This design comes from an exercise in tuning for small area, a short achievable clock period and few clock cycles per item on the open sky130 flow, not from production work. At most, simulation tests tie the RTL to the original design; equivalence was not proved. Only the layout flow was run in run 1; the RTL was not checked for function there. No activity file was given, so power comes from the tool's default toggle rates.

==> flow/design.v, too long to show whole: its modules and the start of the top module <==
// module median_filter: 982 lines
module median_filter #(
  parameter WIDTH = 8,
  parameter P_WIN = 5
) (
  input  logic [WIDTH*P_WIN*P_WIN-1:0]  filter_win_in,
  input  logic                          filter_in_vld,
  output logic                          filter_in_rdy,
  output logic [WIDTH-1:0]              filter_data_out,
  output logic                          filter_out_vld,
  input  logic                          filter_out_rdy,
  input  logic [5:0]                    r_mf_threshold,
  input  logic clk,
  input  logic rst_n
);
  // ...
==> flow/flow/run.sh <==
#!/bin/bash
# The standard layout (the standard.sh: standard synthesis, ORFS place, CTS and route),
# with one change: the port buffers that global placement inserts on every input and output
# are sky130_fd_sc_hd__buf_1 instead of the cell buffer_ports picks by default. The resizer
# may still upsize them later. make's full output goes to flow.log here.
set -euo pipefail
export BUFFER_PORTS_ARGS="-buffer_cell sky130_fd_sc_hd__buf_1"
bash standard.sh BUFFER_PORTS_ARGS="$BUFFER_PORTS_ARGS" finish > flow.log 2>&1
==> flow/standard.sh <==
#!/bin/bash
# synth_recipe.tcl (not shown) runs the flow's synth.tcl, then flattens the netlist and writes it again
# the make line also repeats each setting of config.mk as NAME=value (left out here)
make -C /OpenROAD-flow-scripts/flow DESIGN_CONFIG=/design/flow/config.mk WORK_HOME=/design/flow/orfs CLKGATE_MAP_FILE= SYNTH_SCRIPT=/design/flow/synth_recipe.tcl "${@:-finish}"
==> flow/config.mk <==
export PLATFORM = sky130hd
export DESIGN_NAME = median_filter
export DESIGN_NICKNAME = median_filter
export VERILOG_FILES = /design/flow/design.v
export SDC_FILE = /design/flow/constraint.sdc
export NUM_CORES = 4
export LEC_CHECK = 0
export CAP_MARGIN = 20
export CORE_MARGIN = 2
export CORE_UTILIZATION = 60
export SETUP_SLACK_MARGIN = 3.0
export SLEW_MARGIN = 20
==> flow/constraint.sdc <==
create_clock -name core_clock -period 8.5 [get_ports {clk}]
set_input_delay 1.7000 -clock core_clock [delete_from_list [all_inputs] [get_ports {clk}]]
set_output_delay 1.7000 -clock core_clock [all_outputs]
set_load 0.01 [all_outputs]
==> summary.txt, run 1 <==
Power
  – Power share of the clock group: roughly 18%
  – Cell Int Power: about 6000 µW

Setup path
  – Worst path slowest cell: a31oi_4
  – Crit path from: filter_win_in[166]
  – Worst-path fanout max: 14
  – Req. time, crit path: 8.91 ns
  – CP cell instances: buf_1, and2_1, fa_1, fa_1, fa_1, fa_1, inv_1, fa_1, nand4b_1, and2_4, a31oi_4, o32ai_1
  – R2R depth: 13

Logic synthesis
  – Post-synthesis xor/xnor area fraction: 4.35%
  – Top FF cell, synth: dfxtp_1
  – Yosys cell types: 71
  – Leading area contributor after synthesis: dfxtp_1
  – Ys Warns: 2

Clock tree
  – H-tree level count: 2
  – Post-CTS setup buffers: 3
  – CTS resizes: 18
  – CTS tree: yes
  – Skew-Pair Late Insertion Delay: around 0.59 ns
  – CTS Buffer Depth: 3

Final layout
  – Multi-input gate area: 12100 µm²
  – Non-filler cells, final: approximately 2800
  – Repair and plain buffers: about 240
  – Commonest non-fill, non-tap cell in the layout: dfxtp_1

Outcome
  – Outcome: timing/DRC/antenna clean

Route
  – Drt wl/cell: 20.2 µm
  – Via density: 5.57

Timing
  – # setup viols final: 0

Global routing
  – Gr busiest metal: met2
  – Initial antenna violation count: 9
  – Met1 usage: about two fifths

Min path
  – Cells on Worst Hold Path: 0
==> run 2, diff against run 1 <==
--- a/flow/design.v
+++ b/flow/design.v
@@ -9,17 +9,17 @@
   output logic                          filter_out_vld,
   input  logic                          filter_out_rdy,
   input  logic [5:0]                    r_mf_threshold,
   input  logic clk,
   input  logic rst_n
 );
 localparam int LAT = 3;    
 localparam int CAP = 4;    
-localparam int CW  = $clog2(CAP+1);
+localparam int CW  = 3;
 wire acc = filter_in_vld & filter_in_rdy;
 wire [5:0] rc0 = ~r_mf_threshold;
 wire v0 = acc;
 wire [7:0] e0_0 = filter_win_in[7:0];
 wire [7:0] e0_1 = filter_win_in[15:8];
 wire [7:0] e0_2 = filter_win_in[23:16];
 wire [7:0] e0_3 = filter_win_in[31:24];
 wire [7:0] e0_4 = filter_win_in[39:32];
==> flow/config.mk (replaced) <==
export PLATFORM = sky130hd
export DESIGN_NAME = median_filter
export DESIGN_NICKNAME = median_filter
export VERILOG_FILES = /design/flow/design.v
export SDC_FILE = /design/flow/constraint.sdc
export NUM_CORES = 4
export LEC_CHECK = 0
export CAP_MARGIN = 20
export CORE_MARGIN = 2
export CORE_UTILIZATION = 60
export CTS_BUF_LIST = sky130_fd_sc_hd__clkbuf_4 sky130_fd_sc_hd__clkbuf_8
export CTS_CLUSTER_SIZE = 20
export SETUP_SLACK_MARGIN = 3.0
export SLEW_MARGIN = 20
==> summary.txt, run 2 <==
Place
  – # port buffers: 219 (unchanged)
  – Dpl hpwl: 44500 µm (unchanged)
  – RD Place Congestion: 0.965 (unchanged)
  – Placed Area: 23400 µm² (unchanged)

Floorplan
  – Core area: 36500 µm² (unchanged)
  – Initial Util: 60.7% (unchanged)
  – Die width: 196 µm (unchanged)
  – Row count: 70 (unchanged)
  – Die area: 38500 µm² (unchanged)
  – Die height: 196 µm (unchanged)
  – I/O Pins: 220 (unchanged)

Clock tree
  – Clock slew at the register clock pins of the worst setup and hold paths: 0.07 ns (was 0.06 ns)
  – Clock tree sinks: 422 (unchanged)
  – CTS buffer count: 68 (was 44)
  – CTS tree: yes (unchanged)
  – CTS root buf: clkbuf_8 (was clkbuf_16)
  – Skew-Pair Late Insertion Delay: 0.65 ns (was 0.59 ns)
  – H-tree level count: 3 (was 2)
  – CTS Buffer Depth: 3 (unchanged)

Global routing
  – Gr usage total: 30.5% (was 30.4%)
  – Initial antenna violation count: 11 (was 9)
  – First-pass GRT wire length: 87600 µm (was 87400 µm)
  – Global route overflow: 0 (unchanged)
  – Largest net degree at the start of global routing: 63 (unchanged)
  – Vias in the first global route: 16223 (was 15994)

Timing
  – Final hold slack: 0.316 ns (was 0.314 ns)
  – Max frequency: 185 MHz (about the same)
  – Slew headroom: 28.6% (was 28.9%)
  – Fin. max-slew vios: 0 (unchanged)
  – Final Skew: 0.0432 ns (was 0.0208 ns)
  – Crit share post-route: 63.6% (was 63.5%)
  – Setup TNS Final: 0 ns (unchanged)
  – Worst Max-Slew Pin Slew: 1.07 ns (about the same)
  – RSZ-0062 raised after global routing: yes (unchanged)
  – Final hold vios: 0 (unchanged)
  – Post-route minimum period: 5.41 ns (was 5.40 ns)
  – # setup viols final: 0 (unchanged)

Min path
  – Hold_sp: e1_22[0]$_DFF_P_ (was e1_2[2]$_DFF_P_)
  – Cells on Worst Hold Path: 0 (unchanged)
  – Worst Hold Class: reg -> reg (unchanged)
  – Worst Hold End: e2_22[0]$_DFF_P_ (was e2_2[2]$_DFF_P_)

Route
  – Drt wl/cell: 20.1 µm (was 20.2 µm)
  – TritonRoute pass-1 iters: 6 (was 5)
  – Routed Antenna Nets: 0 (unchanged)
  – DRC viols: 0 (unchanged)
  – Via density: 5.55 (was 5.57)
  – DR iter-0 viols: 1016 (was 1105)
  – Total wire length: 57200 µm (was 56800 µm)
  – Via Count: 15814 (was 15652)

Power
  – PD cells: 423 nW/µm² (was 424 nW/µm²)
  – Design Power: 10700 µW (about the same)
  – Max VDD drop: 0.000401 V (was 0.000369 V)
  – Leakage power: 0.0107 µW (was 0.0106 µW)

Logic synthesis
  – Top post-synthesis cells by count: dfxtp_1 (380), inv_1 (315), fa_1 (259) (unchanged)
  – Post-synth EDFFs: 32 (unchanged)
  – Post-synth top area share: 34.3% (unchanged)
  – FF+latch count, synth: 422 (unchanged)
  – Count leader, synth: dfxtp_1 (unchanged)
  – Sequential fraction of the synthesis area: 39.8% (unchanged)
  – Syn_nets: 2590 (unchanged)
  – Async S/R FF share, synth: 2.37% (unchanged)
  – Top FF cell, synth: dfxtp_1 (unchanged)
  – Synth Cell Area: 22200 µm² (unchanged)
  – Synth Instances: 2077 (unchanged)
  – Yosys cell types: 71 (unchanged)
  – Synth top area cells: dfxtp_1 (34%), fa_1 (23%), inv_1 (5.3%) (unchanged)
  – Ys Warns: 2 (unchanged)
  – Mean Syn Cell Area: 10.7 µm² (unchanged)
  – Leading area contributor after synthesis: dfxtp_1 (unchanged)

Setup path
  – Critical R2R Capture: q2_6$_DFF_P_ (unchanged)
  – CP Class: in -> reg (unchanged)
  – WP data arrival: 5.88 ns (was 5.80 ns)
  – Setup crit start kind: primary input (unchanged)
  – R2R depth: 15 (was 13)
  – Critical path endpoint category: register (unchanged)
  – Req. time, crit path: 8.98 ns (was 8.91 ns)
  – R2R setup slack: 3.10 ns (was 3.14 ns)
  – Worst-path fanout max: 7 (was 14)
  – Crit path from: filter_win_in[38] (was filter_win_in[166])
  – RR Startpoint: q1_15$_DFF_P_ (unchanged)

Final layout
  – Final Core Density: 69.3% (was 69.2%)
  – Max reg flops: 32 (unchanged)
  – # nets final: 2843 (was 2819)
  – Share of cells above drive strength 1: 10.6% (was 9.70%)
  – Commonest non-fill, non-tap cell in the layout: dfxtp_1 (unchanged)
  – Biggest register: q (unchanged)
  – Area delta synth->final: 14.1% (about the same)
  – Most frequent cells in the layout: dfxtp_1 (379), inv_1 (310), fa_1 (249) (was dfxtp_1 (379), inv_1 (309), fa_1 (243))
  – Final Instance Area: 25300 µm² (about the same)

Flow run
  – Max-cap check violation count: 0 (unchanged)

Outcome
  – Outcome: timing/DRC/antenna clean (unchanged)
-- run 2: cell counts after synthesis --
Identical to the previous run, type by type.
-- run 2: cell families after synthesis --
group,after synthesis,synth area share (%)
simple gates,503,11.6
flops,422,39.8
buf+inv,377,6.73
compound gates,337,10.4
fa+ha+maj,308,26.1
xor+xnor,110,4.35
mux,20,1.01
-- run 2: worst max-delay path by stage --
stage,to,slack [ns],cells past startpoint
after floorplan,q1_0$_DFF_P_,3.00,13
after global placement,q1_13$_DFF_P_,1.88,17
after detailed placement,q1_16$_DFF_P_,1.72,17
after CTS,q2_8$_DFF_P_,2.95,13
after global routing,rc1[5]$_DFF_P_,2.98,14
final,rc1[5]$_DFF_P_,3.09,17
-- run 2: routing by layer --
metal | vias up | routed length [µm] | GRT usage [%]
li1 | 7391 | - | -
met1 | 7662 | 23200 | 38.5
met2 | 609 | 26800 | 49.7
met3 | 146 | 3910 | 6.14
met4 | 6 | 3260 | 16.8
met5 | - | 38 | 0
-- run 2: critical path, stage by stage --
cell and delay, ns:
buf_1 0.21, nor2_1 0.10, fa_1 0.44, fa_1 0.54, inv_1 0.06, fa_1 0.41, fa_1 0.49, inv_1 0.06
fa_2 0.35, inv_1 0.10, ha_4 0.15, nor2b_4 0.18, a31oi_4 0.17, buf_4 0.19, or4_1 0.40, o22ai_1 0.23
a211oi_1 0.09
-- run 2: power by group --
group | internal, µW | leakage, µW | switching [µW]
Combinational | 2480 | 0.00627 | 3580
Clock | 1110 | 0.000807 | 826
Sequential | 2380 | 0.00360 | 327
-- run 2: through the flow --
step                setup slack (ns)  instances
finish                          3.09       2851
global route                    2.98       2849
CTS                             2.95       2837
detailed placement              1.72       2712
global placement                1.88       2712
floorplan                       3.00       2077
-- run 2: area by class of cell --
type | instances | area [µm²]
tap | 468 | 586
multi-input combinational | 1281 | 12100
timing repair buffer | 242 | 1090
clock inverter | 25 | 352
clock buffer | 96 | 1190
sequential | 422 | 8820
antenna | 2 | 5.00
fill | 2809 | 11200
inverter | 315 | 1180
-- run 2: repair_timing --
item,4_1_cts,5_1_grt
pin swaps,2,6
endpoints found under the setup margin,55,76
gates resized for setup,14,48
cloned,3,1
hold buffers,0,0
buffers inserted,1,11
Testbench counts of run 2, summed over its fixed seeds: cycles 3,232, items 3,200.
==> run 3, diff against run 2 <==
--- a/flow/config.mk
+++ b/flow/config.mk
@@ -9,5 +9,3 @@
 export CORE_MARGIN = 2
-export CORE_UTILIZATION = 60
-export CTS_BUF_LIST = sky130_fd_sc_hd__clkbuf_4 sky130_fd_sc_hd__clkbuf_8
-export CTS_CLUSTER_SIZE = 20
+export CORE_UTILIZATION = 75
 export SETUP_SLACK_MARGIN = 3.0
==> summary.txt, run 3 <==
Clock tree
  – CTS buffer count: 42 (was 68)
  – Clock slew at the register clock pins of the worst setup and hold paths: 0.06 ns (was 0.07 ns)
  – CTS root buf: clkbuf_16 (was clkbuf_8)
  – H-tree level count: 2 (was 3)
  – CTS Buffer Depth: 3 (unchanged)
  – CTS tree: yes (unchanged)
  – Clock tree sinks: 422 (unchanged)
  – Skew-Pair Late Insertion Delay: 0.57 ns (was 0.65 ns)
  – Cts hold-fix bufs: 0 (unchanged)

Floorplan
  – Die width: 176 µm (was 196 µm)
  – Core area: 28900 µm² (was 36500 µm²)
  – Die area: 30900 µm² (was 38500 µm²)
  – Initial Util: 76.6% (was 60.7%)
  – Row count: 62 (was 70)
  – I/O Pins: 220 (unchanged)
  – Die height: 176 µm (was 196 µm)

Route
  – Routed Antenna Nets: 0 (unchanged)
  – Via Count: 17194 (was 15814)
  – DR iter-0 viols: 1844 (was 1016)
  – DR top layer: met5 (unchanged)
  – Metal3 WL: 6060 µm (was 3910 µm)
  – TritonRoute pass-1 iters: 6 (unchanged)
  – Met1 wire length: 21900 µm (was 23200 µm)
  – DRC viols: 0 (unchanged)
  – Drt wl/cell: 23.0 µm (was 20.1 µm)
  – Total wire length: 62900 µm (was 57200 µm)
  – Via density: 6.29 (was 5.55)
  – Met2 WL: 30400 µm (was 26800 µm)

Timing
  – Fin. max-slew vios: 0 (unchanged)
  – Post-route minimum period: 5.46 ns (was 5.41 ns)
  – # setup viols final: 0 (unchanged)
  – Final Skew: 0.0226 ns (was 0.0432 ns)
  – Worst Max-Slew Pin Slew: 1.07 ns (about the same)
  – Setup TNS Final: 0 ns (unchanged)
  – Crit share post-route: 64.2% (was 63.6%)
  – RSZ-0062 raised after global routing: yes (unchanged)
  – Max frequency: 183 MHz (was 185 MHz)
  – Final hold vios: 0 (unchanged)
  – Slew headroom: 28.9% (was 28.6%)

Power
  – Power share of the clock group: 18.1% (about the same)
  – Psw: 4950 µW (was 4730 µW)
  – Max VDD drop: 0.000456 V (was 0.000401 V)
  – PD cells: 437 nW/µm² (was 423 nW/µm²)
  – Leakage power: 0.0107 µW (about the same)
  – Sw Share: 44.7% (was 44.2%)
  – Cell Int Power: 6130 µW (was 5970 µW)
  – Reg power frac: 25.0% (was 25.3%)
  – Combinational share of power: 56.9% (was 56.7%)

Logic synthesis
  – Synth top area cells: dfxtp_1 (34%), fa_1 (23%), inv_1 (5.3%) (unchanged)
  – Top post-synthesis cells by count: dfxtp_1 (380), inv_1 (315), fa_1 (259) (unchanged)
  – Count leader, synth: dfxtp_1 (unchanged)
  – Mean Syn Cell Area: 10.7 µm² (unchanged)
  – Synth Cell Area: 22200 µm² (unchanged)
  – Post-synth EDFFs: 32 (unchanged)
  – Yosys cell types: 71 (unchanged)
  – Ys Warns: 2 (unchanged)
  – FF+latch count, synth: 422 (unchanged)
  – Post-synth top area share: 34.3% (unchanged)
  – Syn_nets: 2590 (unchanged)
  – Top FF cell, synth: dfxtp_1 (unchanged)
  – Leading area contributor after synthesis: dfxtp_1 (unchanged)
  – Synth Instances: 2077 (unchanged)
  – Sequential fraction of the synthesis area: 39.8% (unchanged)
  – Async S/R FF share, synth: 2.37% (unchanged)

Place
  – RD Place Congestion: 0.976 (was 0.965)
  – # port buffers: 219 (unchanged)
  – Placed Area: 23300 µm² (was 23400 µm²)
  – Dpl hpwl: 44300 µm (was 44500 µm)

Global routing
  – Global route overflow: 0 (unchanged)
  – Largest net degree at the start of global routing: 63 (unchanged)
  – Vias in the first global route: 17941 (was 16223)
  – Gr usage total: 41.1% (was 30.5%)
  – First-pass GRT wire length: 96000 µm (was 87600 µm)
  – Initial antenna violation count: 5 (was 11)

Outcome
  – Outcome: timing/DRC/antenna clean (unchanged)

Final layout
  – # nets final: 2829 (was 2843)
  – Commonest non-fill, non-tap cell in the layout: dfxtp_1 (unchanged)
  – Area delta synth->final: 14.5% (was 14.1%)
  – Max reg flops: 32 (unchanged)
  – Most frequent cells in the layout: dfxtp_1 (379), inv_1 (305), fa_1 (239) (was dfxtp_1 (379), inv_1 (310), fa_1 (249))
  – Biggest register: q (unchanged)
  – Final Instance Area: 25400 µm² (was 25300 µm²)
  – Filler cells: 1376 (was 2809)
  – Share of cells above drive strength 1: 10.9% (was 10.6%)

Setup path
  – Setup crit start kind: primary input (unchanged)
  – Worst-path fanout max: 7 (unchanged)
  – CP Class: in -> reg (unchanged)
  – Critical path endpoint category: register (unchanged)
  – WP data arrival: 5.91 ns (was 5.88 ns)
  – Req. time, crit path: 8.95 ns (was 8.98 ns)

Flow run
  – Max-cap check violation count: 0 (unchanged)

Min path
  – Worst Hold Class: reg -> reg (unchanged)
## run 3: layout make-up
cell class | count | area, µm² | area share [%]
diodes | 2 | 5.00 | 0.0197
clock buffers | 51 | 1130 | 4.47
clock inverters | 26 | 374 | 1.47
inverters | 315 | 1180 | 4.66
multi-input cells | 1282 | 12200 | 47.9
flip-flops and latches | 422 | 8820 | 34.8
well taps | 384 | 480 | 1.89
repair buffers | 253 | 1220 | 4.80
## run 3: per-stage QoR
step                      utilization [%]  hold WS (ns)  setup slack, ns  std cells  power (µW)
after CTS                            86.8         0.319             2.98       2721       10700
final                                87.7         0.315             3.04       2735       11100
after detailed placement             80.5         0.312             1.60       2625        8390
after global placement               80.5         0.311             1.84       2625        8090
after global routing                 87.7         0.327             2.92       2733       11700
after floorplan                         -         0.310             3.00       2077        7000
## run 3: path summary, 6_finish.rpt
path	start	endpoint	slack, ns	cells after the start
max in group asynchronous	rst_n	cnt[1]$_DFF_PN0_	7.06	1
worst min register to register	e1_5[1]$_DFF_P_	e2_5[1]$_DFF_P_	0.31	0
worst max-delay path	filter_win_in[142]	q1_11$_DFF_P_	3.04	18
worst max register to register	q1_14$_DFF_P_	q2_6$_DFF_P_	3.09	15
worst min-delay path	e1_5[1]$_DFF_P_	e2_5[1]$_DFF_P_	0.31	0
min in group asynchronous	rst_n	qv[3]$_DFFE_PN0P_	1.08	1
## run 3: worst max-delay path, cell delays in order
cell and delay (ns):
buf_2 0.14, nor2_1 0.08, fa_2 0.43, fa_1 0.55, inv_1 0.08, fa_2 0.40
fa_1 0.52, inv_1 0.08, fa_2 0.36, inv_2 0.07, ha_4 0.20, nor2b_4 0.14
a31oi_4 0.28, buf_4 0.19, buf_12 0.11, a31oi_4 0.08, buf_4 0.23, o32ai_1 0.26
## run 3: power by group through the flow
stage          Clock, µW  Combinational [µW]  Sequential [µW]
3_5_place_dp           0                5620             2780
2_1_floorplan          0                4410             2590
6_report            2000                6310             2770
4_1_cts             2010                5990             2740
5_1_grt             2080                6840             2790
3_3_place_gp           0                5330             2750
## run 3: cell families after synthesis
family / share of synthesized area, %
compound gates: 10.4
xor+xnor: 4.35
fa+ha+maj: 26.1
buf+inv: 6.73
flops: 39.8
mux: 1.01
simple gates: 11.6
## run 3: what timing repair did
action / in CTS / in global routing
gates resized for setup: 39 / 66
endpoints found under the setup margin: 62 / 80
cloned: 5 / 0
pin swaps: 5 / 11
setup buffers: 14 / 12
## run 3: layer usage
| layer | vias up | global-route usage (%) |
|---|---|---|
| li1 | 7360 | - |
| met1 | 8430 | 48.1 |
| met3 | 287 | 9.37 |
| met4 | 2 | 26.5 |
| met2 | 1115 | 68.5 |
| met5 | - | 0 |
==> run 4, diff against run 3 <==
--- a/flow/config.mk
+++ b/flow/config.mk
@@ -7,5 +7,6 @@
 export LEC_CHECK = 0
+export ABC_AREA = 1
 export CAP_MARGIN = 20
 export CORE_MARGIN = 2
-export CORE_UTILIZATION = 75
+export CORE_UTILIZATION = 60
 export SETUP_SLACK_MARGIN = 3.0
==> summary.txt, run 4 <==
Outcome
  – Outcome: timing/DRC/antenna clean (unchanged)

Place
  – # port buffers: 219 (unchanged)
  – Dpl hpwl: 43500 µm (was 44300 µm)
  – Placed Area: 23600 µm² (was 23300 µm²)
  – Placed Cells: 3173 (was 2625)
  – RD Place Congestion: 0.937 (was 0.976)

Timing
  – Slew headroom: 54.1% (was 28.9%)
  – Crit share post-route: 63.3% (was 64.2%)
  – RSZ-0062 raised after global routing: yes (unchanged)
  – Fin. max-slew vios: 0 (unchanged)
  – Post-route minimum period: 5.38 ns (was 5.46 ns)
  – Final Skew: 0.0261 ns (was 0.0226 ns)
  – Max frequency: 186 MHz (was 183 MHz)
  – Worst Max-Slew Pin Slew: 0.685 ns (was 1.07 ns)
  – # setup viols final: 0 (unchanged)
  – Setup TNS Final: 0 ns (unchanged)
  – Final hold vios: 0 (unchanged)

Final layout
  – Area delta synth->final: 12.5% (was 14.5%)
  – Final Instance Area: 25200 µm² (was 25400 µm²)
  – Max reg flops: 32 (unchanged)
  – Non-filler cells, final: 3261 (was 2735)
  – # nets final: 3272 (was 2829)
  – Most frequent cells in the layout: inv_1 (516), nand2_1 (480), dfxtp_1 (380) (was dfxtp_1 (379), inv_1 (305), fa_1 (239))
  – Commonest non-fill, non-tap cell in the layout: inv_1 (was dfxtp_1)
  – Biggest register: q (unchanged)
  – Share of cells above drive strength 1: 5.05% (was 10.9%)

Floorplan
  – I/O Pins: 220 (unchanged)
  – Die height: 197 µm (was 176 µm)
  – Initial Util: 61.2% (was 76.6%)
  – Row count: 70 (was 62)
  – Core area: 36700 µm² (was 28900 µm²)
  – Die width: 197 µm (was 176 µm)
  – Die area: 39000 µm² (was 30900 µm²)

Clock tree
  – Cts hold-fix bufs: 0 (unchanged)
  – CTS root buf: clkbuf_16 (unchanged)
  – Clock slew at the register clock pins of the worst setup and hold paths: 0.07 ns (was 0.06 ns)
  – CTS tree: yes (unchanged)
  – CTS buffer count: 42 (unchanged)
  – CTS Buffer Depth: 3 (unchanged)
  – Skew-Pair Late Insertion Delay: 0.57 ns (about the same)
  – H-tree level count: 2 (unchanged)
  – Clock tree sinks: 422 (unchanged)

Route
  – Via Count: 16600 (was 17194)
  – Total wire length: 55600 µm (was 62900 µm)
  – DRC viols: 0 (unchanged)
  – DR iter-0 viols: 1237 (was 1844)
  – Via density: 5.09 (was 6.29)
  – Routed Antenna Nets: 0 (unchanged)
  – Drt wl/cell: 17.1 µm (was 23.0 µm)
  – TritonRoute pass-1 iters: 5 (was 6)

Logic synthesis
  – Synth Instances: 2530 (was 2077)
  – Post-synth top area share: 33.9% (was 34.3%)
  – Top FF cell, synth: dfxtp_1 (unchanged)
  – Syn_nets: 3043 (was 2590)
  – Ys Warns: 2 (unchanged)
  – Synth Cell Area: 22500 µm² (was 22200 µm²)
  – Async S/R FF share, synth: 2.37% (unchanged)
  – FF+latch count, synth: 422 (unchanged)
  – Synth top area cells: dfxtp_1 (34%), fa_1 (23%), inv_1 (8.6%) (was dfxtp_1 (34%), fa_1 (23%), inv_1 (5.3%))
  – Top post-synthesis cells by count: inv_1 (517), nand2_1 (483), dfxtp_1 (380) (was dfxtp_1 (380), inv_1 (315), fa_1 (259))
  – Leading area contributor after synthesis: dfxtp_1 (unchanged)
  – Post-synth EDFFs: 32 (unchanged)
  – Yosys cell types: 39 (was 71)
  – Count leader, synth: inv_1 (was dfxtp_1)
  – Sequential fraction of the synthesis area: 39.3% (was 39.8%)
  – Mean Syn Cell Area: 8.87 µm² (was 10.7 µm²)

Setup path
  – Setup crit start kind: primary input (unchanged)
  – Crit path top cell by count: fa_1 (was fa_2)
  – Critical path endpoint category: register (unchanged)
  – Worst path slowest cell: fa_1 (unchanged)
  – CP peak stage delay: 0.56 ns (was 0.55 ns)
  – Worst-path fanout max: 15 (was 7)
  – CP Class: in -> reg (unchanged)
  – WP data arrival: 5.89 ns (was 5.91 ns)
  – CP cell instances: buf_1, inv_1, fa_1, fa_1, inv_1, fa_1, fa_1, inv_1, fa_1, inv_1, ha_1, nand2_1, nor2_2, nand2_4, nand2_8, xor2_1, nand2_1, nor2_1 (was buf_2, nor2_1, fa_2, fa_1, inv_1, fa_2, fa_1, inv_1, fa_2, inv_2, ha_4, nor2b_4, a31oi_4, buf_4, buf_12, a31oi_4, buf_4, o32ai_1)
  – Req. time, crit path: 9.00 ns (was 8.95 ns)

Power
  – Cell Int Power: 5790 µW (was 6130 µW)
  – Leakage power: 0.0124 µW (was 0.0107 µW)
  – Reg power frac: 24.6% (was 25.0%)
  – Power share of the clock group: 18.0% (was 18.1%)
  – Combinational share of power: 57.3% (was 56.9%)
  – PD cells: 424 nW/µm² (was 437 nW/µm²)
  – Psw: 4900 µW (was 4950 µW)
  – Sw Share: 45.8% (was 44.7%)
  – Max VDD drop: 0.000514 V (was 0.000456 V)

Global routing
  – Global route overflow: 0 (unchanged)
  – M3 GR Usage: 5.45% (was 9.37%)
  – Vias in the first global route: 16150 (was 17941)
  – Met1 usage: 42.2% (was 48.1%)
  – Initial antenna violation count: 1 (was 5)
  – Gr usage total: 28.7% (was 41.1%)
  – Gr busiest metal: met2 (unchanged)
  – Met2 Resource Use GR: 43.9% (was 68.5%)
  – Largest net degree at the start of global routing: 52 (was 63)
  – First-pass GRT wire length: 84800 µm (was 96000 µm)

Flow run
  – Max-cap check violation count: 0 (unchanged)

Min path
  – Worst Hold Class: reg -> reg (unchanged)
run 4: final timing paths:
| path | start | end | slack (ns) | cells past startpoint |
|---|---|---|---|---|
| min reg2reg | e1_7[2]$_DFF_P_ | e2_7[2]$_DFF_P_ | 0.31 | 0 |
| max reg2reg | q1_18$_DFF_P_ | q2_21$_DFF_P_ | 3.22 | 19 |
| min | e1_7[2]$_DFF_P_ | e2_7[2]$_DFF_P_ | 0.31 | 0 |
| max in group asynchronous | rst_n | cnt[1]$_DFF_PN0_ | 7.06 | 1 |
| min in group asynchronous | rst_n | qv[1]$_DFFE_PN0P_ | 1.09 | 1 |
| max | filter_win_in[167] | q1_7$_DFF_P_ | 3.12 | 18 |
run 4: what timing repair did:
item                                    in CTS  in global routing
endpoints found under the setup margin      37                 99
gates cloned                                 1                  5
buffers inserted                             0                  4
gates resized for setup                      2                 24
pin swaps                                    1                  5
run 4: kinds of logic after synthesis:
logic type / Yosys count / share of synthesized area (%)
DFF: 422 / 39.3
buffers and inverters: 571 / 10.3
adders and majority gates: 303 / 25.5
xor gates and xnor gates: 50 / 1.95
AOI/OAI and AO/OA: 166 / 3.87
and+or+nand+nor: 1018 / 19.1
run 4: power groups by stage:
stage | sequential, µW | combinational, µW | clock [µW]
global route | 2670 | 6990 | 2050
global placement | 2670 | 5760 | 0
finish | 2640 | 6130 | 1930
CTS | 2640 | 5970 | 1960
floorplan | 2570 | 4550 | 0
detailed placement | 2680 | 5920 | 0
run 4: area by class of cell:
type / count / area, µm²
Timing Repair Buffer: 227 / 900
Clock inverter: 23 / 283
Tap cell: 468 / 586
Antenna cell: 1 / 2.50
Multi-Input combinational cell: 1543 / 11500
Sequential cell: 422 / 8820
Fill cell: 2991 / 11400
Clock buffer: 54 / 1180
Inverter: 523 / 1970
run 4: worst max-delay path, delay by kind of cell:
kind,cells,cell delay [ns]
XOR/XNOR,1,0.18
adder cells (fa/ha/maj),6,2.62
buffers and inverters,5,0.46
AND/OR/NAND/NOR,6,0.92
run 4: stage by stage:
step	util, %	total power [µW]	setup WS, ns	hold slack (ns)
2_1_floorplan	-	7120	3.08	0.310
3_3_place_gp	64.2	8430	2.37	0.310
3_5_place_dp	64.2	8600	2.19	0.312
4_1_cts	68.2	10600	3.00	0.316
5_1_grt	68.8	11700	2.99	0.323
6_report	68.8	10700	3.12	0.313
run 4: layer usage:
layer	vias to the layer above	wire length (µm)
met5	-	0
met4	0	1370
met3	88	4700
met2	598	24200
met1	7880	25300
li1	8034	-
==> run 5, diff against run 4 <==
--- a/flow/config.mk
+++ b/flow/config.mk
@@ -7,3 +7,2 @@
 export LEC_CHECK = 0
-export ABC_AREA = 1
 export CAP_MARGIN = 20
==> summary.txt, run 5 <==
Route
  – Routed Antenna Nets: 0 (unchanged)
  – Via density: 5.57 (was 5.09)
  – Drt wl/cell: 20.2 µm (was 17.1 µm)
  – Total wire length: 56800 µm (was 55600 µm)
  – Via Count: 15652 (was 16600)
  – DR iter-0 viols: 1105 (was 1237)
  – TritonRoute pass-1 iters: 5 (unchanged)
  – DRC viols: 0 (unchanged)

Setup path
  – Worst-path fanout max: 14 (was 15)
  – Critical R2R Capture: q2_6$_DFF_P_ (was q2_21$_DFF_P_)
  – CP Class: in -> reg (unchanged)
  – R2R depth: 13 (was 19)
  – Req. time, crit path: 8.91 ns (was 9.00 ns)
  – RR Startpoint: q1_15$_DFF_P_ (was q1_18$_DFF_P_)
  – R2R setup slack: 3.14 ns (was 3.22 ns)
  – WP data arrival: 5.80 ns (was 5.89 ns)
  – Critical path endpoint category: register (unchanged)
  – Setup crit start kind: primary input (unchanged)

Final layout
  – Biggest register: q (unchanged)
  – Share of cells above drive strength 1: 9.70% (was 5.05%)
  – Max reg flops: 32 (unchanged)
  – Non-filler cells, final: 2809 (was 3261)
  – Filler cells: 2800 (was 2991)
  – Most frequent cells in the layout: dfxtp_1 (379), inv_1 (309), fa_1 (243) (was inv_1 (516), nand2_1 (480), dfxtp_1 (380))
  – # nets final: 2819 (was 3272)
  – Area delta synth->final: 14.1% (was 12.5%)
  – Commonest non-fill, non-tap cell in the layout: dfxtp_1 (was inv_1)

Min path
  – Cells on Worst Hold Path: 0 (unchanged)
  – Hold_sp: e1_2[2]$_DFF_P_ (was e1_7[2]$_DFF_P_)
  – Worst Hold Class: reg -> reg (unchanged)
  – Worst Hold End: e2_2[2]$_DFF_P_ (was e2_7[2]$_DFF_P_)

Logic synthesis
  – FF+latch count, synth: 422 (unchanged)
  – Syn_nets: 2590 (was 3043)
  – Synth Instances: 2077 (was 2530)
  – Synth Cell Area: 22200 µm² (was 22500 µm²)
  – Top FF cell, synth: dfxtp_1 (unchanged)
  – Ys Warns: 2 (unchanged)
  – Post-synth top area share: 34.3% (was 33.9%)
  – Leading area contributor after synthesis: dfxtp_1 (unchanged)
  – Sequential fraction of the synthesis area: 39.8% (was 39.3%)
  – Mean Syn Cell Area: 10.7 µm² (was 8.87 µm²)
  – Synth top area cells: dfxtp_1 (34%), fa_1 (23%), inv_1 (5.3%) (was dfxtp_1 (34%), fa_1 (23%), inv_1 (8.6%))
  – Top post-synthesis cells by count: dfxtp_1 (380), inv_1 (315), fa_1 (259) (was inv_1 (517), nand2_1 (483), dfxtp_1 (380))
  – Post-synth EDFFs: 32 (unchanged)
  – Async S/R FF share, synth: 2.37% (unchanged)
  – Yosys cell types: 71 (was 39)
  – Count leader, synth: dfxtp_1 (was inv_1)

Flow run
  – Max-cap check violation count: 0 (unchanged)

Floorplan
  – Row count: 70 (unchanged)
  – Core area: 36500 µm² (was 36700 µm²)
  – Die height: 196 µm (was 197 µm)
  – I/O Pins: 220 (unchanged)
  – Initial Util: 60.7% (was 61.2%)
  – Die width: 196 µm (was 197 µm)
  – Die area: 38500 µm² (was 39000 µm²)

Timing
  – Final Skew: 0.0208 ns (was 0.0261 ns)
  – Worst Max-Slew Pin Slew: 1.07 ns (was 0.685 ns)
  – Max frequency: 185 MHz (was 186 MHz)
  – Post-route minimum period: 5.40 ns (was 5.38 ns)
  – Crit share post-route: 63.5% (was 63.3%)
  – Slew headroom: 28.9% (was 54.1%)
  – Final hold vios: 0 (unchanged)
  – Final setup margin: 3.10 ns (was 3.12 ns)
  – Final hold slack: 0.314 ns (was 0.313 ns)
  – # setup viols final: 0 (unchanged)
  – Fin. max-slew vios: 0 (unchanged)
  – Setup TNS Final: 0 ns (unchanged)
  – RSZ-0062 raised after global routing: yes (unchanged)

Clock tree
  – CTS buffer count: 44 (was 42)
  – Skew-Pair Late Insertion Delay: 0.59 ns (was 0.57 ns)
  – Cts hold-fix bufs: 0 (unchanged)
  – Clock slew at the register clock pins of the worst setup and hold paths: 0.06 ns (was 0.07 ns)
  – CTS tree: yes (unchanged)
  – Clock tree sinks: 422 (unchanged)
  – CTS Buffer Depth: 3 (unchanged)
  – CTS root buf: clkbuf_16 (unchanged)
  – H-tree level count: 2 (unchanged)

Power
  – Design Power: 10700 µW (about the same)
  – Leakage power: 0.0106 µW (was 0.0124 µW)
  – Max VDD drop: 0.000369 V (was 0.000514 V)
  – PD cells: 424 nW/µm² (about the same)

Global routing
  – Gr usage total: 30.4% (was 28.7%)
  – Initial antenna violation count: 9 (was 1)
  – Largest net degree at the start of global routing: 63 (was 52)
  – Global route overflow: 0 (unchanged)
  – First-pass GRT wire length: 87400 µm (was 84800 µm)
  – Vias in the first global route: 15994 (was 16150)

Place
  – Placed Cells: 2712 (was 3173)
  – RD Place Congestion: 0.965 (was 0.937)
  – Place WS: 1.72 ns (was 2.19 ns)
  – # port buffers: 219 (unchanged)
  – Dpl hpwl: 44500 µm (was 43500 µm)

Outcome
  – Outcome: timing/DRC/antenna clean (unchanged)
[run 5: changes by cell type after synthesis, sizes merged, moves of 51 or more]
| cell | previous run | this run |
|---|---|---|
| nand3 | 198 | 100 |
| nor3 | 3 | 54 |
| xnor2 | 17 | 101 |
| nand2 | 493 | 102 |
| nor2 | 282 | 83 |
| inv | 523 | 315 |
[run 5: report_power, final]
part | switching, µW | internal [µW]
clock | 815 | 1120
combinational | 3590 | 2500
sequential | 324 | 2380
[run 5: area by class of cell]
class                      instances  area [µm²]  share of cell area [%]
sequential                       422        8820                    34.9
timing repair buffer             242        1130                    4.45
clock buffer                      57        1210                    4.80
antenna                            1        2.50                 0.00989
inverter                         315        1180                    4.67
multi-input combinational       1281       12100                    47.8
tap                              468         586                    2.32
clock inverter                    23         272                    1.07
[run 5: logic make-up after synthesis]
group | synth area share [%]
AOI/OAI and AO/OA | 10.4
xor gates and xnor gates | 4.35
adders and majority gates | 26.1
buffers and inverters | 6.73
DFF | 39.8
muxes | 1.01
and+or+nand+nor | 11.6
[run 5: timing repair]
item / 4_1_cts / 5_1_grt
gates resized for setup: 18 / 68
gates cloned: 4 / 0
pin swaps: 3 / 8
buffers inserted: 3 / 9
endpoints found under the setup margin: 56 / 81
endpoints found under the hold margin: 0 / 0
[run 5: per-stage QoR]
step	cell area [µm²]	utilization (%)
after floorplan	22300	-
after CTS	25100	68.6
after detailed placement	23400	64.1
final	25300	69.2
after global routing	25300	69.2
after global placement	23400	64.1
[run 5: critical path: stages]
cell and delay, ns:
buf_1 0.12, and2_1 0.19, fa_1 0.53, fa_1 0.50
fa_1 0.44, fa_1 0.52, inv_1 0.05, fa_1 0.50
nand4b_1 0.25, and2_4 0.23, a31oi_4 0.57, o32ai_1 0.18
[run 5: how the worst max path moves through the flow]
stage               depth (start not counted)             end  slack, ns          startpoint
global route                               16  rc1[5]$_DFF_P_       2.94  filter_win_in[182]
detailed placement                         17   q1_16$_DFF_P_       1.72  filter_win_in[103]
CTS                                        16  rc1[5]$_DFF_P_       2.96  filter_win_in[103]
finish                                     12   q1_16$_DFF_P_       3.10  filter_win_in[166]
global placement                           17   q1_13$_DFF_P_       1.88  filter_win_in[119]
floorplan                                  13    q1_0$_DFF_P_       3.00  filter_win_in[166]
[run 5: per-layer routing]
layer	wire (µm)	global-route usage, %	vias to the layer above
li1	-	-	7335
met3	3770	4.83	140
met2	26600	50.3	552
met5	14	0	-
met1	23200	38.6	7623
met4	3300	16.4	2
==> run 6, diff against run 5 <==
--- a/flow/config.mk
+++ b/flow/config.mk
@@ -10,3 +10,3 @@
 export CORE_UTILIZATION = 60
-export SETUP_SLACK_MARGIN = 3.0
+export SETUP_SLACK_MARGIN = 3.5
 export SLEW_MARGIN = 20
==> summary.txt, run 6 <==
Outcome
  – Outcome: timing/DRC/antenna clean (unchanged)

Setup path
  – Req. time, crit path: 8.91 ns (about the same)
  – WP data arrival: 5.57 ns (was 5.80 ns)
  – CP Class: in -> reg (unchanged)
  – Setup crit start kind: primary input (unchanged)
  – RR Startpoint: q1_17$_DFF_P_ (was q1_15$_DFF_P_)
  – Critical path endpoint category: register (unchanged)
  – R2R depth: 16 (was 13)
  – Worst-path fanout max: 8 (was 14)
  – Critical R2R Capture: q2_17$_DFF_P_ (was q2_6$_DFF_P_)
  – CP endpoint: q1_21$_DFF_P_ (was q1_16$_DFF_P_)
  – R2R setup slack: 3.59 ns (was 3.14 ns)
  – Crit path from: filter_win_in[167] (was filter_win_in[166])

Final layout
  – Final Instance Area: 26900 µm² (was 25300 µm²)
  – # nets final: 2887 (was 2819)
  – Max reg flops: 32 (unchanged)
  – Biggest register: q (unchanged)
  – Final Core Density: 73.7% (was 69.2%)
  – Most frequent cells in the layout: dfxtp_1 (346), inv_1 (283), fa_1 (217) (was dfxtp_1 (379), inv_1 (309), fa_1 (243))
  – Commonest non-fill, non-tap cell in the layout: dfxtp_1 (unchanged)
  – Area delta synth->final: 21.5% (was 14.1%)
  – Share of cells above drive strength 1: 19.4% (was 9.70%)

Clock tree
  – Skew-Pair Late Insertion Delay: 0.59 ns (about the same)
  – CTS Buffer Depth: 3 (unchanged)
  – CTS buffer count: 43 (was 44)
  – CTS tree: yes (unchanged)
  – Clock slew at the register clock pins of the worst setup and hold paths: 0.06 ns (about the same)
  – H-tree level count: 2 (unchanged)
  – Cts hold-fix bufs: 0 (unchanged)
  – Clock tree sinks: 422 (unchanged)
  – CTS root buf: clkbuf_16 (unchanged)

Logic synthesis
  – Synth Cell Area: 22200 µm² (unchanged)
  – Syn_nets: 2590 (unchanged)
  – Top FF cell, synth: dfxtp_1 (unchanged)
  – Sequential fraction of the synthesis area: 39.8% (unchanged)
  – Synth top area cells: dfxtp_1 (34%), fa_1 (23%), inv_1 (5.3%) (unchanged)
  – Top post-synthesis cells by count: dfxtp_1 (380), inv_1 (315), fa_1 (259) (unchanged)
  – Ys Warns: 2 (unchanged)
  – Leading area contributor after synthesis: dfxtp_1 (unchanged)
  – Mean Syn Cell Area: 10.7 µm² (unchanged)
  – Yosys cell types: 71 (unchanged)
  – Post-synth top area share: 34.3% (unchanged)
  – FF+latch count, synth: 422 (unchanged)
  – Post-synth EDFFs: 32 (unchanged)
  – Count leader, synth: dfxtp_1 (unchanged)
  – Synth Instances: 2077 (unchanged)
  – Async S/R FF share, synth: 2.37% (unchanged)

Global routing
  – Gr busiest metal: met2 (unchanged)
  – Met1 usage: 40.3% (was 38.6%)
  – M3 GR Usage: 4.56% (was 4.83%)
  – Vias in the first global route: 16379 (was 15994)
  – Largest net degree at the start of global routing: 63 (unchanged)
  – Initial antenna violation count: 3 (was 9)
  – Global route overflow: 0 (unchanged)
  – Met2 Resource Use GR: 52.7% (was 50.3%)
  – First-pass GRT wire length: 90800 µm (was 87400 µm)
  – Gr usage total: 31.4% (was 30.4%)

Timing
  – Final hold vios: 0 (unchanged)
  – RSZ-0062 raised after global routing: yes (unchanged)
  – Slew headroom: 18.2% (was 28.9%)
  – Final Skew: 0.0303 ns (was 0.0208 ns)
  – Fin. max-slew vios: 0 (unchanged)
  – Worst Max-Slew Pin Slew: 1.23 ns (was 1.07 ns)
  – # setup viols final: 0 (unchanged)
  – Crit share post-route: 60.7% (was 63.5%)
  – Post-route minimum period: 5.16 ns (was 5.40 ns)
  – Max frequency: 194 MHz (was 185 MHz)
  – Setup TNS Final: 0 ns (unchanged)

Min path
  – Worst Hold Class: reg -> reg (unchanged)

Power
  – PD cells: 442 nW/µm² (was 424 nW/µm²)
  – Leakage power: 0.0112 µW (was 0.0106 µW)
  – Max VDD drop: 0.000403 V (was 0.000369 V)
  – Design Power: 11900 µW (was 10700 µW)

Floorplan
  – Core area: 36500 µm² (unchanged)
  – Die area: 38500 µm² (unchanged)
  – Row count: 70 (unchanged)
  – Initial Util: 60.7% (unchanged)
  – Die width: 196 µm (unchanged)
  – Die height: 196 µm (unchanged)
  – I/O Pins: 220 (unchanged)

Route
  – DR iter-0 viols: 1122 (was 1105)
  – Via Count: 16258 (was 15652)
  – Total wire length: 61000 µm (was 56800 µm)
  – TritonRoute pass-1 iters: 5 (unchanged)
  – Drt wl/cell: 21.2 µm (was 20.2 µm)
  – Via density: 5.65 (was 5.57)
  – DRC viols: 0 (unchanged)
  – Routed Antenna Nets: 0 (unchanged)

Place
  – RD Place Congestion: 0.917 (was 0.965)
  – Dpl hpwl: 43800 µm (was 44500 µm)
  – # port buffers: 219 (unchanged)
  – Placed Area: 23600 µm² (was 23400 µm²)

Flow run
  – Max-cap check violation count: 0 (unchanged)
==> run 6: cell counts after synthesis <==
Identical to the previous run, type by type.
==> run 6: per-stage QoR <==
step	cells	setup WS, ns	hold slack, ns
2_1_floorplan	2077	3.21	0.310
3_3_place_gp	2710	1.86	0.309
3_5_place_dp	2711	1.72	0.312
4_1_cts	2846	3.36	0.324
5_1_grt	2877	3.26	0.329
6_report	2878	3.34	0.321
==> run 6: metal layers <==
layer | wire (µm) | vias up
met5 | 12 | -
met4 | 3100 | 2
met3 | 3720 | 154
met2 | 29500 | 619
met1 | 24700 | 7986
li1 | - | 7497
==> run 6: layout make-up <==
type | instances | area [µm²]
multi-input cells | 1289 | 12800
inverters | 315 | 1190
clock inverters | 25 | 295
fillers | 2591 | 9600
clock buffers | 54 | 1200
flip-flops and latches | 422 | 8880
repair buffers | 303 | 1980
diodes | 2 | 5.00
well taps | 468 | 586
==> run 6: kinds of logic after synthesis <==
group / synth area share (%)
compound gates: 10.4
mux: 1.01
xor+xnor: 4.35
buf+inv: 6.73
fa+ha+maj: 26.1
flops: 39.8
simple gates: 11.6
==> run 6: how the worst min path moves through the flow <==
stage,from,to,slack (ns),depth (start not counted)
3_3_place_gp,e1_3[0]$_DFF_P_,e2_3[0]$_DFF_P_,0.31,0
6_report,e1_24[2]$_DFF_P_,e2_24[2]$_DFF_P_,0.32,0
2_1_floorplan,e1_0[0]$_DFF_P_,e2_0[0]$_DFF_P_,0.31,0
4_1_cts,e1_24[2]$_DFF_P_,e2_24[2]$_DFF_P_,0.32,0
3_5_place_dp,e1_12[1]$_DFF_P_,e2_12[1]$_DFF_P_,0.31,0
5_1_grt,e1_12[3]$_DFF_P_,e2_12[3]$_DFF_P_,0.33,0
==> run 6: worst max-delay path, cell delays in order <==
cell and delay (ns):
buf_4 0.12, nor2_2 0.06, fa_2 0.36, fa_2 0.59, inv_2 0.05, fa_2 0.38
fa_1 0.50, inv_2 0.04, fa_2 0.35, inv_2 0.08, ha_4 0.20, nor2b_4 0.14
a31oi_4 0.27, buf_12 0.17, a21oi_4 0.07, buf_12 0.14, a32oi_2 0.22, o32ai_2 0.12
==> run 6: where the power goes <==
part	internal (µW)	leakage [µW]	switching, µW	total (µW)
sequential	2380	0.00361	333	2720
combinational	3170	0.00687	4050	7220
clock	1140	0.000723	820	1960
==> run 6: what timing repair did <==
action                     in CTS  in global routing
setup endpoints to repair      92                 94
buffers inserted               46                 26
hold endpoints to repair        0                  0
pin swaps                      33                 36
gates cloned                   10                  4
resized for setup             161                144
==> run 7, diff against run 6 <==
==> flow/flow/run.sh (replaced) <==
#!/bin/bash
# The standard layout (the standard.sh: standard synthesis, ORFS place, CTS and route),
# with two changes: the port buffers that global placement inserts on every input and output
# are sky130_fd_sc_hd__buf_1 instead of the cell buffer_ports picks by default (the resizer
# may still upsize them), and clock tree synthesis uses larger sink clusters and no dummy
# loads. make's full output goes to flow.log here.
set -euo pipefail
bash standard.sh \
  BUFFER_PORTS_ARGS="-buffer_cell sky130_fd_sc_hd__buf_1" \
  CTS_ARGS="-sink_clustering_enable -repair_clock_nets -sink_clustering_size 24 -sink_clustering_max_diameter 100 -dont_use_dummy_load" \
  finish > flow.log 2>&1
--- a/flow/config.mk
+++ b/flow/config.mk
@@ -10,3 +10,3 @@
 export CORE_UTILIZATION = 60
-export SETUP_SLACK_MARGIN = 3.5
+export SETUP_SLACK_MARGIN = 3.0
 export SLEW_MARGIN = 20
==> summary.txt, run 7 <==
Clock tree
  – CTS tree: yes (unchanged)
  – H-tree level count: 1 (was 2)
  – Clock slew at the register clock pins of the worst setup and hold paths: 0.08 ns (was 0.06 ns)
  – CTS root buf: clkbuf_16 (unchanged)
  – Cts hold-fix bufs: 0 (unchanged)
  – CTS Buffer Depth: 3 (unchanged)
  – Skew-Pair Late Insertion Delay: 0.56 ns (was 0.59 ns)
  – CTS buffer count: 22 (was 43)
  – Clock tree sinks: 422 (unchanged)

Global routing
  – Vias in the first global route: 15590 (was 16379)
  – Initial antenna violation count: 10 (was 3)
  – Largest net degree at the start of global routing: 63 (unchanged)
  – First-pass GRT wire length: 85400 µm (was 90800 µm)
  – Gr usage total: 29.5% (was 31.4%)
  – Global route overflow: 0 (unchanged)

Timing
  – Slew headroom: 27.7% (was 18.2%)
  – Crit share post-route: 64.3% (was 60.7%)
  – Final Skew: 0.0516 ns (was 0.0303 ns)
  – Final hold vios: 0 (unchanged)
  – Fin. max-slew vios: 0 (unchanged)
  – Max frequency: 183 MHz (was 194 MHz)
  – Post-route minimum period: 5.47 ns (was 5.16 ns)
  – Final setup margin: 3.03 ns (was 3.34 ns)
  – Setup TNS Final: 0 ns (unchanged)
  – # setup viols final: 0 (unchanged)
  – Worst Max-Slew Pin Slew: 1.08 ns (was 1.23 ns)
  – RSZ-0062 raised after global routing: yes (unchanged)

Place
  – RD Place Congestion: 0.965 (was 0.917)
  – Placed Area: 23400 µm² (was 23600 µm²)
  – Place WS: 1.72 ns (about the same)
  – Dpl hpwl: 44500 µm (was 43800 µm)
  – # port buffers: 219 (unchanged)

Floorplan
  – Die width: 196 µm (unchanged)
  – I/O Pins: 220 (unchanged)
  – Die area: 38500 µm² (unchanged)
  – Core area: 36500 µm² (unchanged)
  – Die height: 196 µm (unchanged)
  – Initial Util: 60.7% (unchanged)
  – Row count: 70 (unchanged)

Setup path
  – Req. time, crit path: 8.84 ns (was 8.91 ns)
  – Worst path slowest cell: fa_1 (was fa_2)
  – WP data arrival: 5.81 ns (was 5.57 ns)
  – Setup crit start kind: primary input (unchanged)
  – CP peak stage delay: 0.51 ns (was 0.59 ns)
  – Worst-path fanout max: 12 (was 8)
  – CP cell instances: buf_1, nor2_1, fa_1, fa_1, inv_1, fa_1, fa_1, inv_1, fa_2, inv_1, ha_4, nor2b_4, a31oi_4, a21oi_4, buf_6, a32oi_1, o32ai_1 (was buf_4, nor2_2, fa_2, fa_2, inv_2, fa_2, fa_1, inv_2, fa_2, inv_2, ha_4, nor2b_4, a31oi_4, buf_12, a21oi_4, buf_12, a32oi_2, o32ai_2)
  – Crit path top cell by count: fa_1 (was fa_2)
  – CP Class: in -> reg (unchanged)
  – Critical path endpoint category: register (unchanged)

Power
  – Psw: 4510 µW (was 5200 µW)
  – PD cells: 404 nW/µm² (was 442 nW/µm²)
  – Leakage power: 0.0102 µW (was 0.0112 µW)
  – Sw Share: 45.8% (was 43.7%)
  – Combinational share of power: 61.9% (was 60.7%)
  – Power share of the clock group: 10.8% (was 16.4%)
  – Cell Int Power: 5340 µW (was 6690 µW)
  – Max VDD drop: 0.000363 V (was 0.000403 V)
  – Reg power frac: 27.4% (was 22.8%)

Final layout
  – Register area: 8820 µm² (was 8880 µm²)
  – Max reg flops: 32 (unchanged)
  – Commonest non-fill, non-tap cell in the layout: dfxtp_1 (unchanged)
  – Filler cells: 2917 (was 2591)
  – Area delta synth->final: 10.1% (was 21.5%)
  – Most frequent cells in the layout: dfxtp_1 (379), inv_1 (309), fa_1 (244) (was dfxtp_1 (346), inv_1 (283), fa_1 (217))
  – Biggest register: q (unchanged)
  – Final Instance Area: 24400 µm² (was 26900 µm²)
  – Final Core Density: 66.8% (was 73.7%)
  – # nets final: 2798 (was 2887)
  – Share of cells above drive strength 1: 7.75% (was 19.4%)
  – Multi-input gate area: 12100 µm² (was 12800 µm²)

Logic synthesis
  – Yosys cell types: 71 (unchanged)
  – Synth top area cells: dfxtp_1 (34%), fa_1 (23%), inv_1 (5.3%) (unchanged)
  – Top post-synthesis cells by count: dfxtp_1 (380), inv_1 (315), fa_1 (259) (unchanged)
  – Synth Cell Area: 22200 µm² (unchanged)
  – FF+latch count, synth: 422 (unchanged)
  – Mean Syn Cell Area: 10.7 µm² (unchanged)
  – Syn_nets: 2590 (unchanged)
  – Post-synth top area share: 34.3% (unchanged)
  – Sequential fraction of the synthesis area: 39.8% (unchanged)
  – Top FF cell, synth: dfxtp_1 (unchanged)
  – Synth Instances: 2077 (unchanged)
  – Ys Warns: 2 (unchanged)
  – Count leader, synth: dfxtp_1 (unchanged)
  – Post-synth EDFFs: 32 (unchanged)
  – Leading area contributor after synthesis: dfxtp_1 (unchanged)
  – Async S/R FF share, synth: 2.37% (unchanged)

Route
  – Via Count: 15494 (was 16258)
  – Drt wl/cell: 20.4 µm (was 21.2 µm)
  – DRC viols: 0 (unchanged)
  – Total wire length: 56100 µm (was 61000 µm)
  – DR iter-0 viols: 1080 (was 1122)
  – Routed Antenna Nets: 0 (unchanged)
  – TritonRoute pass-1 iters: 5 (unchanged)
  – Via density: 5.63 (was 5.65)

Min path
  – Worst Hold Class: reg -> reg (unchanged)

Flow run
  – Max-cap check violation count: 0 (unchanged)

Outcome
  – Outcome: timing/DRC/antenna clean (unchanged)
[run 7: cell counts after synthesis]
Identical to the previous run, type by type.
[run 7: worst paths after layout]
kind | startpoint | endpoint | slack, ns | cells after the start
min reg2reg | e1_2[2]$_DFF_P_ | e2_2[2]$_DFF_P_ | 0.32 | 0
max reg2reg | q1_15$_DFF_P_ | q2_0$_DFF_P_ | 3.16 | 16
max in group asynchronous | rst_n | cnt[0]$_DFF_PN0_ | 7.05 | 1
min in group asynchronous | rst_n | qv[1]$_DFFE_PN0P_ | 1.09 | 1
max | filter_win_in[118] | q1_16$_DFF_P_ | 3.03 | 17
min | e1_2[2]$_DFF_P_ | e2_2[2]$_DFF_P_ | 0.32 | 0
[run 7: critical path, delay by kind of cell]
family	cells	cell delay, ns
buf+inv	5	0.62
fa+ha+maj	6	2.37
simple gates	2	0.26
compound gates	4	0.84
[run 7: layout make-up]
class | count | share of cell area (%)
inverters | 315 | 4.85
diodes | 2 | 0.0205
multi-input cells | 1281 | 49.6
clock buffers | 22 | 2.26
well taps | 468 | 2.40
flip-flops and latches | 422 | 36.2
repair buffers | 243 | 4.72
[run 7: power by group through the flow]
| stage | Sequential, µW | Combinational, µW | Clock (µW) |
|---|---|---|---|
| 3_5_place_dp | 2740 | 5710 | 0 |
| 6_report | 2700 | 6090 | 1060 |
| 2_1_floorplan | 2590 | 4410 | 0 |
| 3_3_place_gp | 2730 | 5610 | 0 |
| 5_1_grt | 2730 | 6790 | 1160 |
| 4_1_cts | 2690 | 5870 | 1090 |
[run 7: cells by family after synthesis]
logic type	after synthesis	synth area share [%]
and+or+nand+nor	503	11.6
DFF	422	39.8
buffers and inverters	377	6.73
AOI/OAI and AO/OA	337	10.4
adders and majority gates	308	26.1
xor gates and xnor gates	110	4.35
muxes	20	1.01
[run 7: what timing repair did]
| item | CTS | global route |
|---|---|---|
| gates cloned | 3 | 1 |
| gates resized for setup | 18 | 70 |
| endpoints found under the setup margin | 56 | 77 |
| pin swaps | 3 | 8 |
| setup buffers | 4 | 9 |
| endpoints found under the hold margin | 0 | 0 |
[run 7: metal layers]
layer	track usage, %	vias up	share of wire (%)
met2	49.5	577	47
met5	0	-	0.043
met1	39.0	7523	41
met3	3.52	136	6.1
met4	12.7	4	5.4
li1	-	7254	-
[run 7: stage by stage]
| step | power (µW) | hold WS, ns | instances |
|---|---|---|---|
| after detailed placement | 8450 | 0.312 | 2712 |
| after CTS | 9650 | 0.299 | 2741 |
| after global routing | 10700 | 0.315 | 2751 |
| after floorplan | 7000 | 0.310 | 2077 |
| after global placement | 8340 | 0.310 | 2712 |
| final | 9850 | 0.315 | 2753 |
==> run 8, diff against run 7 <==
--- a/flow/config.mk
+++ b/flow/config.mk
@@ -7,2 +7,3 @@
 export LEC_CHECK = 0
+export ABC_AREA = 1
 export CAP_MARGIN = 20
==> summary.txt, run 8 <==
Global routing
  – Global route overflow: 0 (unchanged)
  – First-pass GRT wire length: 82800 µm (was 85400 µm)
  – Largest net degree at the start of global routing: 52 (was 63)
  – Gr usage total: 27.9% (was 29.5%)
  – Vias in the first global route: 15776 (was 15590)
  – Initial antenna violation count: 0 (was 10)

Floorplan
  – Die height: 197 µm (was 196 µm)
  – Row count: 70 (unchanged)
  – I/O Pins: 220 (unchanged)
  – Initial Util: 61.2% (was 60.7%)
  – Core area: 36700 µm² (was 36500 µm²)
  – Die area: 39000 µm² (was 38500 µm²)
  – Die width: 197 µm (was 196 µm)

Timing
  – RSZ-0062 raised after global routing: yes (unchanged)
  – Fin. max-slew vios: 0 (unchanged)
  – # setup viols final: 0 (unchanged)
  – Slew headroom: 56.8% (was 27.7%)
  – Final Skew: 0.0719 ns (was 0.0516 ns)
  – Final hold vios: 0 (unchanged)
  – Post-route minimum period: 5.38 ns (was 5.47 ns)
  – Setup TNS Final: 0 ns (unchanged)
  – Max frequency: 186 MHz (was 183 MHz)
  – Worst Max-Slew Pin Slew: 0.645 ns (was 1.08 ns)
  – Crit share post-route: 63.3% (was 64.3%)

Min path
  – Cells on Worst Hold Path: 0 (unchanged)
  – Worst Hold End: r3[7]$_DFF_P_ (was e2_2[2]$_DFF_P_)
  – Worst Hold Class: reg -> reg (unchanged)
  – Hold_sp: r2[7]$_DFF_P_ (was e1_2[2]$_DFF_P_)

Power
  – PD cells: 403 nW/µm² (was 404 nW/µm²)
  – Reg power frac: 26.8% (was 27.4%)
  – Sw Share: 47.8% (was 45.8%)
  – Combinational share of power: 62.4% (was 61.9%)
  – Max VDD drop: 0.000508 V (was 0.000363 V)
  – Leakage power: 0.0120 µW (was 0.0102 µW)
  – Cell Int Power: 5110 µW (was 5340 µW)
  – Psw: 4690 µW (was 4510 µW)
  – Power share of the clock group: 10.7% (was 10.8%)

Setup path
  – Worst-path fanout max: 15 (was 12)
  – WP data arrival: 5.76 ns (was 5.81 ns)
  – R2R setup slack: 3.30 ns (was 3.16 ns)
  – R2R depth: 16 (unchanged)
  – CP Class: in -> reg (unchanged)
  – Req. time, crit path: 8.88 ns (was 8.84 ns)
  – Critical R2R Capture: e3_22[1]$_DFF_P_ (was q2_0$_DFF_P_)
  – RR Startpoint: e2_8[3]$_DFF_P_ (was q1_15$_DFF_P_)
  – Setup crit start kind: primary input (unchanged)
  – Critical path endpoint category: register (unchanged)

Final layout
  – Area delta synth->final: 8.43% (was 10.1%)
  – Biggest register: q (unchanged)
  – # nets final: 3252 (was 2798)
  – Most frequent cells in the layout: inv_1 (516), nand2_1 (481), dfxtp_1 (380) (was dfxtp_1 (379), inv_1 (309), fa_1 (244))
  – Diodes inserted: 0 (was 2)
  – Final Instance Area: 24300 µm² (was 24400 µm²)
  – Max reg flops: 32 (unchanged)
  – Filler cells: 3095 (was 2917)
  – Non-filler cells, final: 3205 (was 2753)
  – Share of cells above drive strength 1: 3.29% (was 7.75%)
  – Commonest non-fill, non-tap cell in the layout: inv_1 (was dfxtp_1)

Logic synthesis
  – Leading area contributor after synthesis: dfxtp_1 (unchanged)
  – Async S/R FF share, synth: 2.37% (unchanged)
  – Sequential fraction of the synthesis area: 39.3% (was 39.8%)
  – Mean Syn Cell Area: 8.87 µm² (was 10.7 µm²)
  – Yosys cell types: 39 (was 71)
  – Syn_nets: 3043 (was 2590)
  – Largest family of logic cells by synthesized area: adder cells (unchanged)
  – Synthesized-area fraction occupied by adder cells: 25.5% (was 26.1%)
  – Top FF cell, synth: dfxtp_1 (unchanged)
  – FF+latch count, synth: 422 (unchanged)
  – Synth Cell Area: 22500 µm² (was 22200 µm²)
  – Mux share of post-synthesis cell area: 0% (was 1.01%)
  – Compound-Gate Fraction of Synth Area: 3.87% (was 10.4%)
  – Synth top area cells: dfxtp_1 (34%), fa_1 (23%), inv_1 (8.6%) (was dfxtp_1 (34%), fa_1 (23%), inv_1 (5.3%))
  – Synth Instances: 2530 (was 2077)
  – Post-synth top area share: 33.9% (was 34.3%)
  – Ys Warns: 2 (unchanged)
  – Count leader, synth: inv_1 (was dfxtp_1)
  – Post-synth EDFFs: 32 (unchanged)
  – Post-synthesis xor/xnor area fraction: 1.95% (was 4.35%)
  – Simple-gate share of the synthesized area: 19.1% (was 11.6%)
  – Top post-synthesis cells by count: inv_1 (517), nand2_1 (483), dfxtp_1 (380) (was dfxtp_1 (380), inv_1 (315), fa_1 (259))

Clock tree
  – CTS tree: yes (unchanged)
  – CTS Buffer Depth: 3 (unchanged)
  – CTS buffer count: 22 (unchanged)
  – Clock tree sinks: 422 (unchanged)
  – CTS root buf: clkbuf_16 (unchanged)
  – Clock slew at the register clock pins of the worst setup and hold paths: 0.09 ns (was 0.08 ns)
  – H-tree level count: 1 (unchanged)
  – Skew-Pair Late Insertion Delay: 0.56 ns (about the same)

Route
  – Via Count: 16364 (was 15494)
  – DRC viols: 0 (unchanged)
  – Total wire length: 54300 µm (was 56100 µm)
  – DR iter-0 viols: 1124 (was 1080)
  – TritonRoute pass-1 iters: 6 (was 5)
  – Drt wl/cell: 16.9 µm (was 20.4 µm)
  – Routed Antenna Nets: 0 (unchanged)
  – Via density: 5.11 (was 5.63)

Place
  – RD Place Congestion: 0.937 (was 0.965)
  – Placed Area: 23600 µm² (was 23400 µm²)
  – Dpl hpwl: 43500 µm (was 44500 µm)
  – # port buffers: 219 (unchanged)
  – Placed Cells: 3173 (was 2712)

Flow run
  – Max-cap check violation count: 0 (unchanged)

Outcome
  – Outcome: timing/DRC/antenna clean (unchanged)
-- run 8: cell types whose count changed in the layout (fill, tap and decap cells not counted), moves of 51 or more --
cell / change
nand3_1: +98
inv_1: +207
xnor2_1: -84
nand2_1: +381
nor2_1: +197
nor3_1: -51
-- run 8: timing repair --
item / 4_1_cts / 5_1_grt
endpoints found under the setup margin: 36 / 96
gates cloned: 1 / 4
setup buffers: 0 / 5
hold buffers: 0 / 0
resized for setup: 4 / 20
pin swaps: 1 / 4
-- run 8: worst max path at each step --
stage	startpoint	depth (start not counted)	to
floorplan	filter_win_in[55]	17	q1_10$_DFF_P_
finish	filter_win_in[167]	18	rc1[5]$_DFF_P_
global route	filter_win_in[167]	18	q1_10$_DFF_P_
CTS	filter_win_in[103]	18	q1_9$_DFF_P_
detailed placement	filter_win_in[103]	18	q1_19$_DFF_P_
global placement	filter_win_in[167]	18	q1_1$_DFF_P_
-- run 8: logic make-up after synthesis --
group	count (synthesis)
buffers and inverters	571
flip-flops	422
XOR/XNOR	50
adder cells (fa/ha/maj)	303
AND/OR/NAND/NOR	1018
AO/OA/AOI/OAI	166
-- run 8: layout make-up --
cell class	instances	area, µm²	share of cell area [%]
Multi-Input combinational cell	1542	11500	47.2
Inverter	523	1970	8.10
Clock buffer	22	551	2.26
Sequential cell	422	8820	36.2
Tap cell	468	586	2.41
Timing Repair Buffer	228	920	3.78
-- run 8: power by group through the flow --
stage          combinational (µW)  sequential (µW)  clock, µW
3_5_place_dp                 5920             2680          0
2_1_floorplan                4550             2570          0
4_1_cts                      5960             2630       1080
5_1_grt                      6980             2670       1150
3_3_place_gp                 5760             2670          0
6_report                     6120             2630       1050
-- run 8: critical path, stage by stage --
cell and delay, ns:
buf_1 0.12, inv_1 0.10, fa_1 0.46, fa_1 0.55, inv_1 0.10, fa_1 0.42, fa_1 0.56, inv_1 0.06
fa_1 0.42, inv_1 0.08, ha_1 0.22, nand3_1 0.11, o21ai_1 0.20, inv_2 0.23, nand2_8 0.22, a21oi_1 0.06
o21ai_0 0.08, nand2_1 0.07
-- run 8: through the flow --
stage               utilization (%)  setup slack (ns)  power, µW  hold slack [ns]
finish                         66.3              3.12       9800            0.303
global route                   66.3              2.99      10800            0.315
CTS                            65.8              3.02       9670            0.302
detailed placement             64.2              2.19       8600            0.312
global placement               64.2              2.37       8430            0.310
floorplan                         -              3.08       7120            0.310
-- run 8: routing by layer --
| metal | global-route usage, % | vias to the layer above | wire length, µm |
|---|---|---|---|
| li1 | - | 7956 | - |
| met5 | 0 | - | 0 |
| met1 | 41.7 | 7778 | 25000 |
| met4 | 5.26 | 0 | 1050 |
| met3 | 5.02 | 66 | 4520 |
| met2 | 43.0 | 564 | 23700 |

[re-timing with driven ports]
Ports are ideal in the flow. The routed layouts listed here were re-timed in OpenROAD. Step 1: set_driving_cell puts a clkbuf_16 on clk and a buf_2 on each other input, an assumption about the parent block. Step 2 adds t to the input delays and takes it off the output delays; t is the mean of the earliest and latest rising clock arrival at the registers after step 1. Input paths then give back, and output paths get back, about the clock's delay inside the block. Three values: ideal ports, drivers, drivers and shift; two values: the first two.
run | t (ns) | slack for setup (ns) | worst slew at a driven data input, ns | cell pins on the clock port's net
run 1 | 0.634 | 3.101 / 3.135 / 2.501 | 0.09 | 1
run 2 | 0.677 | 3.095 / 3.103 / 2.432 | 0.10 | 1
run 3 | 0.611 | 3.042 / 3.044 / 2.433 | 0.08 | 1
run 4 | 0.613 | 3.116 / 3.148 / 2.536 | 0.07 | 1
run 5 | 0.634 | 3.101 / 3.135 / 2.501 | 0.09 | 1
run 6 | 0.629 | 3.338 / 3.335 / 2.706 | 0.07 | 1
run 7 | 0.581 | 3.032 / 3.049 / 2.469 | 0.10 | 1
run 8 | 0.588 | 3.119 / 3.149 / 2.561 | 0.07 | 1
After both steps every run listed still meets setup and hold. For run 2, which loses most, drivers alone change the setup slack by +0.008 ns; drivers and shift together by -0.663 ns.
